This is an optimization exercise on Yosys and OpenROAD, whose aim is small area and a short achievable clock period, not a production implementation. RTL that was checked went through simulation tests only; none was proved equivalent to the original.

==> inputs of v22 <==
// IIR
module IIR
          (clk,
           reset,
           clk_enable,
           In1,
           ce_out,
           Out1);
  input   clk;
  input   reset;
  input   clk_enable;
  input   [15:0] In1;   
  output  ce_out;
  output  [15:0] Out1;   
  reg  [15:0] s;      
  reg  [16:0] t;      
  reg  [15:0] r;      
  reg         rnz;    
  reg  [15:0] vr;     
  reg         vn;     
  reg  [15:0] o;      
  wire [10:0] In1s = In1[15:5];
  wire [10:0] In1s_n = ~In1s;
  wire [15:0] s_n = ~s;
  wire [15:0] vr_n = ~vr;
  wire m_s1, m_c2;
  IIR_ha um_s1 (.a(s[13]), .b(s[11]), .s(m_s1), .co(m_c2));
  wire m_s3, m_c4;
  IIR_fa um_s3 (.a(s[14]), .b(s[12]), .c(s[7]), .s(m_s3), .co(m_c4));
  wire m_s5, m_c6;
  IIR_ha um_s5 (.a(t[1]), .b(s_n[9]), .s(m_s5), .co(m_c6));
  wire m_s7, m_c8;
  IIR_fa um_s7 (.a(s[13]), .b(s[8]), .c(s[0]), .s(m_s7), .co(m_c8));
  wire m_s9, m_c10;
  IIR_fa um_s9 (.a(t[2]), .b(s_n[15]), .c(s_n[10]), .s(m_s9), .co(m_c10));
  wire m_s11, m_c12;
  IIR_ha um_s11 (.a(s_n[6]), .b(s_n[2]), .s(m_s11), .co(m_c12));
  wire m_s13, m_c14;
  IIR_fa um_s13 (.a(s[14]), .b(s[9]), .c(s[1]), .s(m_s13), .co(m_c14));
  wire m_s15, m_c16;
  IIR_fa um_s15 (.a(t[3]), .b(s_n[11]), .c(s_n[7]), .s(m_s15), .co(m_c16));
  wire m_s17, m_c18;
  IIR_fa um_s17 (.a(s[10]), .b(s[2]), .c(t[4]), .s(m_s17), .co(m_c18));
  ...
Settings: LEC_CHECK=0, CAP_MARGIN=20, CORE_MARGIN=2, CORE_UTILIZATION=40, SETUP_SLACK_MARGIN=5, SLEW_MARGIN=20, SYNTH_HIERARCHICAL=1, SYNTH_MINIMUM_KEEP_SIZE=0; clock period 10.0 ns.
run.sh (not shown) runs the stock make flow with config.mk's settings and CLKGATE_MAP_FILE= SYNTH_SCRIPT=/design/flow/synth_recipe.tcl, a recipe that flattens the netlist after the stock synthesis.
==> v32: changes against v22 <==
--- a/flow/design.v
+++ b/flow/design.v
@@ -243,43 +243,43 @@
   IIR_ha um_s217 (.a(m_s185), .b(m_c184), .s(m_s217), .co(m_c218));
   wire m_s219, m_c220;
   IIR_ha um_s219 (.a(m_c186), .b(m_s187), .s(m_s219), .co(m_c220));
   wire m_s221, m_c222;
   IIR_ha um_s221 (.a(m_c188), .b(m_s189), .s(m_s221), .co(m_c222));
   wire m_s223, m_c224;
   IIR_ha um_s223 (.a(m_c190), .b(m_s191), .s(m_s223), .co(m_c224));
   wire m_g225 = s[0] & 1'b1;
-  wire m_p226 = s[0] ^ 1'b1;
+  wire m_p226 = s[0] | 1'b1;
   wire m_g227 = s[1] & 1'b1;
-  wire m_p228 = s[1] ^ 1'b1;
+  wire m_p228 = s[1] | 1'b1;
   wire m_g229 = m_s137 & 1'b1;
-  wire m_p230 = m_s137 ^ 1'b1;
+  wire m_p230 = m_s137 | 1'b1;
   wire m_g231 = m_c138 & m_s139;
-  wire m_p232 = m_c138 ^ m_s139;
+  wire m_p232 = m_c138 | m_s139;
   wire m_g233 = m_c140 & m_s141;
-  wire m_p234 = m_c140 ^ m_s141;
+  wire m_p234 = m_c140 | m_s141;
   wire m_g235 = m_c142 & m_s143;
-  wire m_p236 = m_c142 ^ m_s143;
+  wire m_p236 = m_c142 | m_s143;
   wire m_g237 = m_c144 & m_s145;
-  wire m_p238 = m_c144 ^ m_s145;
+  wire m_p238 = m_c144 | m_s145;
   wire m_g239 = m_c146 & m_s147;
-  wire m_p240 = m_c146 ^ m_s147;
+  wire m_p240 = m_c146 | m_s147;
   wire m_g241 = m_c148 & m_s149;
-  wire m_p242 = m_c148 ^ m_s149;
+  wire m_p242 = m_c148 | m_s149;
   wire m_g243 = m_c150 & m_s151;
-  wire m_p244 = m_c150 ^ m_s151;
+  wire m_p244 = m_c150 | m_s151;
   wire m_g245 = m_c152 & m_s153;
-  wire m_p246 = m_c152 ^ m_s153;
+  wire m_p246 = m_c152 | m_s153;
   wire m_g247 = m_c154 & m_s155;
-  wire m_p248 = m_c154 ^ m_s155;
+  wire m_p248 = m_c154 | m_s155;
   wire m_g249 = m_c156 & m_s157;
-  wire m_p250 = m_c156 ^ m_s157;
+  wire m_p250 = m_c156 | m_s157;
   wire m_g251 = m_c158 & m_s159;
-  wire m_p252 = m_c158 ^ m_s159;
+  wire m_p252 = m_c158 | m_s159;
   wire m_g253 = m_s193 & In1s[0];
   wire m_p254 = m_s193 ^ In1s[0];
   wire m_g255 = m_c194 & m_s195;
   wire m_p256 = m_c194 ^ m_s195;
   wire m_g257 = m_c196 & m_s197;
   wire m_p258 = m_c196 ^ m_s197;
   wire m_g259 = m_c198 & m_s199;
   wire m_p260 = m_c198 ^ m_s199;
@@ -558,33 +558,33 @@
   wire n_c533 = s[14] | s_n[10];
   wire n_s534, n_c535;
   IIR_ha un_s534 (.a(n_c529), .b(n_s532), .s(n_s534), .co(n_c535));
   wire n_s536, n_c537;
   IIR_fa un_s536 (.a(s_n[15]), .b(s_n[11]), .c(n_c533), .s(n_s536), .co(n_c537));
   wire n_s538 = ~(s_n[13] ^ s_n[12]);
   wire n_c539 = s_n[13] | s_n[12];
   wire n_g540 = s_n[2] & s[0];
-  wire n_p541 = s_n[2] ^ s[0];
+  wire n_p541 = s_n[2] | s[0];
   wire n_g542 = s_n[3] & s[1];
-  wire n_p543 = s_n[3] ^ s[1];
+  wire n_p543 = s_n[3] | s[1];
   wire n_g544 = s_n[0] & n_s414;
-  wire n_p545 = s_n[0] ^ n_s414;
+  wire n_p545 = s_n[0] | n_s414;
   wire n_g546 = n_c415 & n_s416;
-  wire n_p547 = n_c415 ^ n_s416;
+  wire n_p547 = n_c415 | n_s416;
   wire n_g548 = n_c417 & n_s420;
-  wire n_p549 = n_c417 ^ n_s420;
+  wire n_p549 = n_c417 | n_s420;
   wire n_g550 = n_c421 & n_s424;
-  wire n_p551 = n_c421 ^ n_s424;
+  wire n_p551 = n_c421 | n_s424;
   wire n_g552 = n_c425 & n_s428;
-  wire n_p553 = n_c425 ^ n_s428;
+  wire n_p553 = n_c425 | n_s428;
   wire n_g554 = n_c435 & n_s440;
-  wire n_p555 = n_c435 ^ n_s440;
+  wire n_p555 = n_c435 | n_s440;
   wire n_g556 = n_c441 & n_s446;
-  wire n_p557 = n_c441 ^ n_s446;
+  wire n_p557 = n_c441 | n_s446;
   wire n_g558 = n_c447 & n_s454;
   wire n_p559 = n_c447 ^ n_s454;
   wire n_g560 = n_c465 & n_s474;
   wire n_p561 = n_c465 ^ n_s474;
   wire n_g562 = n_c475 & n_s484;
   wire n_p563 = n_c475 ^ n_s484;
   wire n_g564 = n_c485 & n_s494;
   wire n_p565 = n_c485 ^ n_s494;
@@ -880,35 +880,35 @@
   wire q_c855 = s[11] | s_n[14];
   wire q_s856, q_c857;
   IIR_ha uq_s856 (.a(q_s854), .b(q_c851), .s(q_s856), .co(q_c857));
   wire q_s858, q_c859;
   IIR_fa uq_s858 (.a(s[15]), .b(s[12]), .c(q_c855), .s(q_s858), .co(q_c859));
   wire q_s860 = ~(s[14] ^ s[13]);
   wire q_c861 = s[14] | s[13];
   wire q_g862 = s_n[0] & ~s[2];
-  wire q_p863 = s_n[0] ^ ~s[2];
+  wire q_p863 = s_n[0] | ~s[2];
   wire q_g864 = s_n[1] & q_s734;
-  wire q_p865 = s_n[1] ^ q_s734;
+  wire q_p865 = s_n[1] | q_s734;
   wire q_g866 = q_c735 & q_s736;
-  wire q_p867 = q_c735 ^ q_s736;
+  wire q_p867 = q_c735 | q_s736;
   wire q_g868 = q_c737 & q_s738;
-  wire q_p869 = q_c737 ^ q_s738;
+  wire q_p869 = q_c737 | q_s738;
   wire q_g870 = q_c739 & q_s740;
-  wire q_p871 = q_c739 ^ q_s740;
+  wire q_p871 = q_c739 | q_s740;
   wire q_g872 = q_c741 & q_s742;
-  wire q_p873 = q_c741 ^ q_s742;
+  wire q_p873 = q_c741 | q_s742;
   wire q_g874 = q_c743 & q_s746;
-  wire q_p875 = q_c743 ^ q_s746;
+  wire q_p875 = q_c743 | q_s746;
   wire q_g876 = q_c747 & q_s750;
-  wire q_p877 = q_c747 ^ q_s750;
+  wire q_p877 = q_c747 | q_s750;
   wire q_g878 = q_c751 & q_s756;
-  wire q_p879 = q_c751 ^ q_s756;
+  wire q_p879 = q_c751 | q_s756;
   wire q_g880 = q_c757 & q_s762;
-  wire q_p881 = q_c757 ^ q_s762;
+  wire q_p881 = q_c757 | q_s762;
   wire q_g882 = q_c763 & q_s768;
   wire q_p883 = q_c763 ^ q_s768;
   wire q_g884 = q_c769 & q_s776;
   wire q_p885 = q_c769 ^ q_s776;
   wire q_g886 = q_c777 & q_s784;
   wire q_p887 = q_c777 ^ q_s784;
   wire q_g888 = q_c795 & q_s804;
   wire q_p889 = q_c795 ^ q_s804;
@@ -1093,37 +1093,37 @@
   IIR_fa ux_s1067 (.a(s_n[13]), .b(vr_n[14]), .c(q_c859), .s(x_s1067), .co(x_c1068));
   wire x_s1069 = ~(vr[15] ^ q_s860);
   wire x_c1070 = vr[15] | q_s860;
   wire x_s1071 = ~(s[15] ^ s_n[15]);
   wire x_c1072 = s[15] | s_n[15];
   wire x_s1073, x_c1074;
   IIR_ha ux_s1073 (.a(q_c861), .b(x_s1071), .s(x_s1073), .co(x_c1074));
   wire x_g1075 = s_n[0] & s_n[2];
-  wire x_p1076 = s_n[0] ^ s_n[2];
+  wire x_p1076 = s_n[0] | s_n[2];
   wire x_g1077 = s_n[1] & q_s734;
-  wire x_p1078 = s_n[1] ^ q_s734;
+  wire x_p1078 = s_n[1] | q_s734;
   wire x_g1079 = q_c735 & q_s736;
-  wire x_p1080 = q_c735 ^ q_s736;
+  wire x_p1080 = q_c735 | q_s736;
   wire x_g1081 = q_c737 & q_s738;
-  wire x_p1082 = q_c737 ^ q_s738;
+  wire x_p1082 = q_c737 | q_s738;
   wire x_g1083 = q_c739 & q_s740;
-  wire x_p1084 = q_c739 ^ q_s740;
+  wire x_p1084 = q_c739 | q_s740;
   wire x_g1085 = q_c741 & q_s742;
-  wire x_p1086 = q_c741 ^ q_s742;
+  wire x_p1086 = q_c741 | q_s742;
   wire x_g1087 = q_c743 & q_s746;
-  wire x_p1088 = q_c743 ^ q_s746;
+  wire x_p1088 = q_c743 | q_s746;
   wire x_g1089 = q_c747 & q_s750;
-  wire x_p1090 = q_c747 ^ q_s750;
+  wire x_p1090 = q_c747 | q_s750;
   wire x_g1091 = q_c751 & q_s756;
-  wire x_p1092 = q_c751 ^ q_s756;
+  wire x_p1092 = q_c751 | q_s756;
   wire x_g1093 = q_c757 & q_s762;
-  wire x_p1094 = q_c757 ^ q_s762;
+  wire x_p1094 = q_c757 | q_s762;
   wire x_g1095 = q_s768 & x_s1039;
-  wire x_p1096 = q_s768 ^ x_s1039;
+  wire x_p1096 = q_s768 | x_s1039;
   wire x_g1097 = x_c1040 & x_s1041;
   wire x_p1098 = x_c1040 ^ x_s1041;
   wire x_g1099 = x_c1042 & x_s1043;
   wire x_p1100 = x_c1042 ^ x_s1043;
   wire x_g1101 = x_c1046 & x_s1047;
   wire x_p1102 = x_c1046 ^ x_s1047;
   wire x_g1103 = x_c1048 & x_s1049;
   wire x_p1104 = x_c1048 ^ x_s1049;
==> flow/flow/run.sh (new file) <==
#!/bin/bash
# Standard ORFS layout, with port buffers of a plain buffer cell and timing
# repair aimed below the clock period (the SDC is unchanged).
set -euo pipefail
bash standard.sh SETUP_SLACK_MARGIN=5.6 "BUFFER_PORTS_ARGS=-buffer_cell sky130_fd_sc_hd__buf_2"  finish > flow_make.log 2>&1
==> flow/standard.sh (new file) <==
#!/bin/bash
# synth_recipe.tcl (not shown) runs the flow's synth.tcl, then flattens the netlist and writes it again
# the make line also repeats each setting of config.mk as NAME=value (left out here)
make -C /OpenROAD-flow-scripts/flow DESIGN_CONFIG=/design/flow/config.mk WORK_HOME=/design/flow/orfs CLKGATE_MAP_FILE= SYNTH_SCRIPT=/design/flow/synth_recipe.tcl "${@:-finish}"
- SETUP_SLACK_MARGIN: 5 -> not set
- TNS_END_PERCENT: not set -> 0
removed: flow/run.sh
==> results.txt <==
item	v32	v22
Status	finished clean	finished clean
Post-synthesis simple-gate area fraction	6.442%	7.535%
Share of final-layout standard cells stronger than drive strength 1	21.94%	20.21%
WL/cell	17.77 um	17.69 um
Arr. time, crit path	5.16 ns	5.53 ns
Fin crit share	49.24%	52.82%
Seq/Total Area, Yosys	19.27%	18.73%
Fill count	2496	2488
Final Cell Area	12600 um2	13280 um2
Cell Area, Synth	10780 um2	11090 um2
Multi-input gate share of the layout cell area	66.38%	66.09%
Least-Margin Pin Slew	0.7486 ns	0.9076 ns
Count of unique library cells instantiated by Yosys	57	65
Largest net degree at the start of global routing	51	81
Synthesized-area fraction occupied by xor and xnor cells	4.794%	3.598%
Critical path capture point	t[13]	o[15]
Portion of synthesized cell area occupied by the leading cell type	35.10%	34.11%
Insertion delay to the later sink of the worst-skew pair	0.35 ns	0.36 ns
Initial cell density of the core	40.33%	40.93%
Post-Place Cells	1331	1390

==> job 5326: inputs <==
Another version of the RTL of IIR (not shown whole).
clock: 10.0 ns
lec_check: 0
cap_margin: 20
core_margin: 2
core_utilization: 40
slew_margin: 20
Stock flow here: none of the scripts above is used.
==> job 859: changes against job 5326 <==
ABC_CLOCK_PERIOD_IN_PS = 4500   (was not set)
SETUP_SLACK_MARGIN = 5   (was not set)
==> qor summary <==
| quantity | job 5326 | job 859 |
|---|---|---|
| DP Wirelength | 18.8 mm | 18.6 mm |
| Transition time at the pin with the least slew margin | 863 ps | 979 ps |
| Final routed wire length divided by cell count | 17.0 um | 17.9 um |
| Dpl cell area | 11600 um2 | 11700 um2 |
| Post-layout nets | 1403 | 1494 |
| End of the worst register-to-register path | s[15] | tk |
| Area grow syn2layout | 9.88% | 23.8% |
| Share of the core filled with cells in the final layout | 44.4% | 50.0% |
| Sequential standard cell area | 2080 um2 | 2120 um2 |
| Non-clock buffer area fraction after layout | 3.39% | 8.96% |
| Count of non-CTS buffers in the layout | 44 | 135 |
| Critical Path Source | s[9] | s[10] |
| Worst r2r src | s[9] | s[10] |
| Detailed-routing wirelength on met1 | 10.9 mm | 11.0 mm |
| Fraction of standard cell area in multi-input logic | 63.9% | 61.4% |
| Relative slew slack | 41.9% | 34.8% |
| Area taken by multi-input logic gates | 7610 um2 | 8230 um2 |
| Largest net degree at the start of global routing | 77 | 92 |
| Aggregate routed wire length | 24.0 mm | 26.9 mm |
| R2R cell count | 23 | 21 |
| Result of the run | finished clean | finished clean |
| Maximum cell stage delay along the critical path | 750 ps | 520 ps |

==> 09-17: inputs <==
IIR, a different RTL version from the one above (not shown whole).
clock: 10.0 ns
lec_check: 0
cap_margin: 20
core_margin: 2
core_utilization: 40
setup_slack_margin: 5
slew_margin: 20
synth_hierarchical: 1
synth_minimum_keep_size: 0
==> 08-16: changes against 09-17 <==
--- a/flow/config.mk
+++ b/flow/config.mk
@@ -10,3 +10,2 @@
 export CORE_UTILIZATION = 40
-export SETUP_SLACK_MARGIN = 5
 export SLEW_MARGIN = 20
==> comparison <==
Fmax: 08-16 is smaller than 09-17 (about 18%). Between 09-17 and 08-16, the lower global-route usage is in 08-16 (gap 1.4 points). Register-to-register slack: 09-17 is higher than 08-16 (1.1 ns). Of 09-17 and 08-16, 08-16 has the higher worst hold slack (gap 0.0029 ns). Of 09-17 and 08-16, 08-16 has the higher first-iteration DRC count (gap 4.2%, measured against 08-16). Of 08-16 and 09-17, 09-17 has the higher worst setup slack (gap 1.1 ns).
Function was not checked in any run of this note: the RTL went through the layout flow alone.

port drivers added, routing unchanged:
In the flow no input, the clock included, has a driving cell. The finished layouts below were timed again as built, in two steps. Step 1, drivers: a clkbuf_16 drives clk and a buf_2 each remaining input, both assumed. Step 2 adds t to the input delays and takes it off the output delays; t is the mean of the earliest and latest rising clock arrival at the registers after step 1. Input paths then give back, and output paths get back, about the clock's delay inside the block. a / b / c = ideal / step 1 / step 2; a / b = the first two.
run | t (ns) | setup slack, ns | worst setup path after step 2 | clock arrival spread, ns | slew at the worst register clock pin (ns)
v22 | 0.400 | 4.718 / 4.718 / 4.718 | register to register | 0.012 / 0.011 | 0.08 / 0.08
v32 | 0.392 | 5.076 / 5.076 / 5.076 | register to register | 0.013 / 0.012 | 0.07 / 0.07
job 5326 | 0.400 | 2.896 / 2.896 / 2.896 | register to register | 0.012 / 0.013 | 0.07 / 0.07
job 859 | 0.394 | 4.053 / 4.053 / 4.053 | register to register | 0.014 / 0.014 | 0.07 / 0.07
09-17 | 0.386 | 4.998 / 4.998 / 4.998 | register to register | 0.014 / 0.014 | 0.07 / 0.07
08-16 | 0.392 | 3.865 / 3.865 / 3.865 | register to register | 0.009 / 0.010 | 0.07 / 0.07
After both steps setup and hold are still met in every run listed.
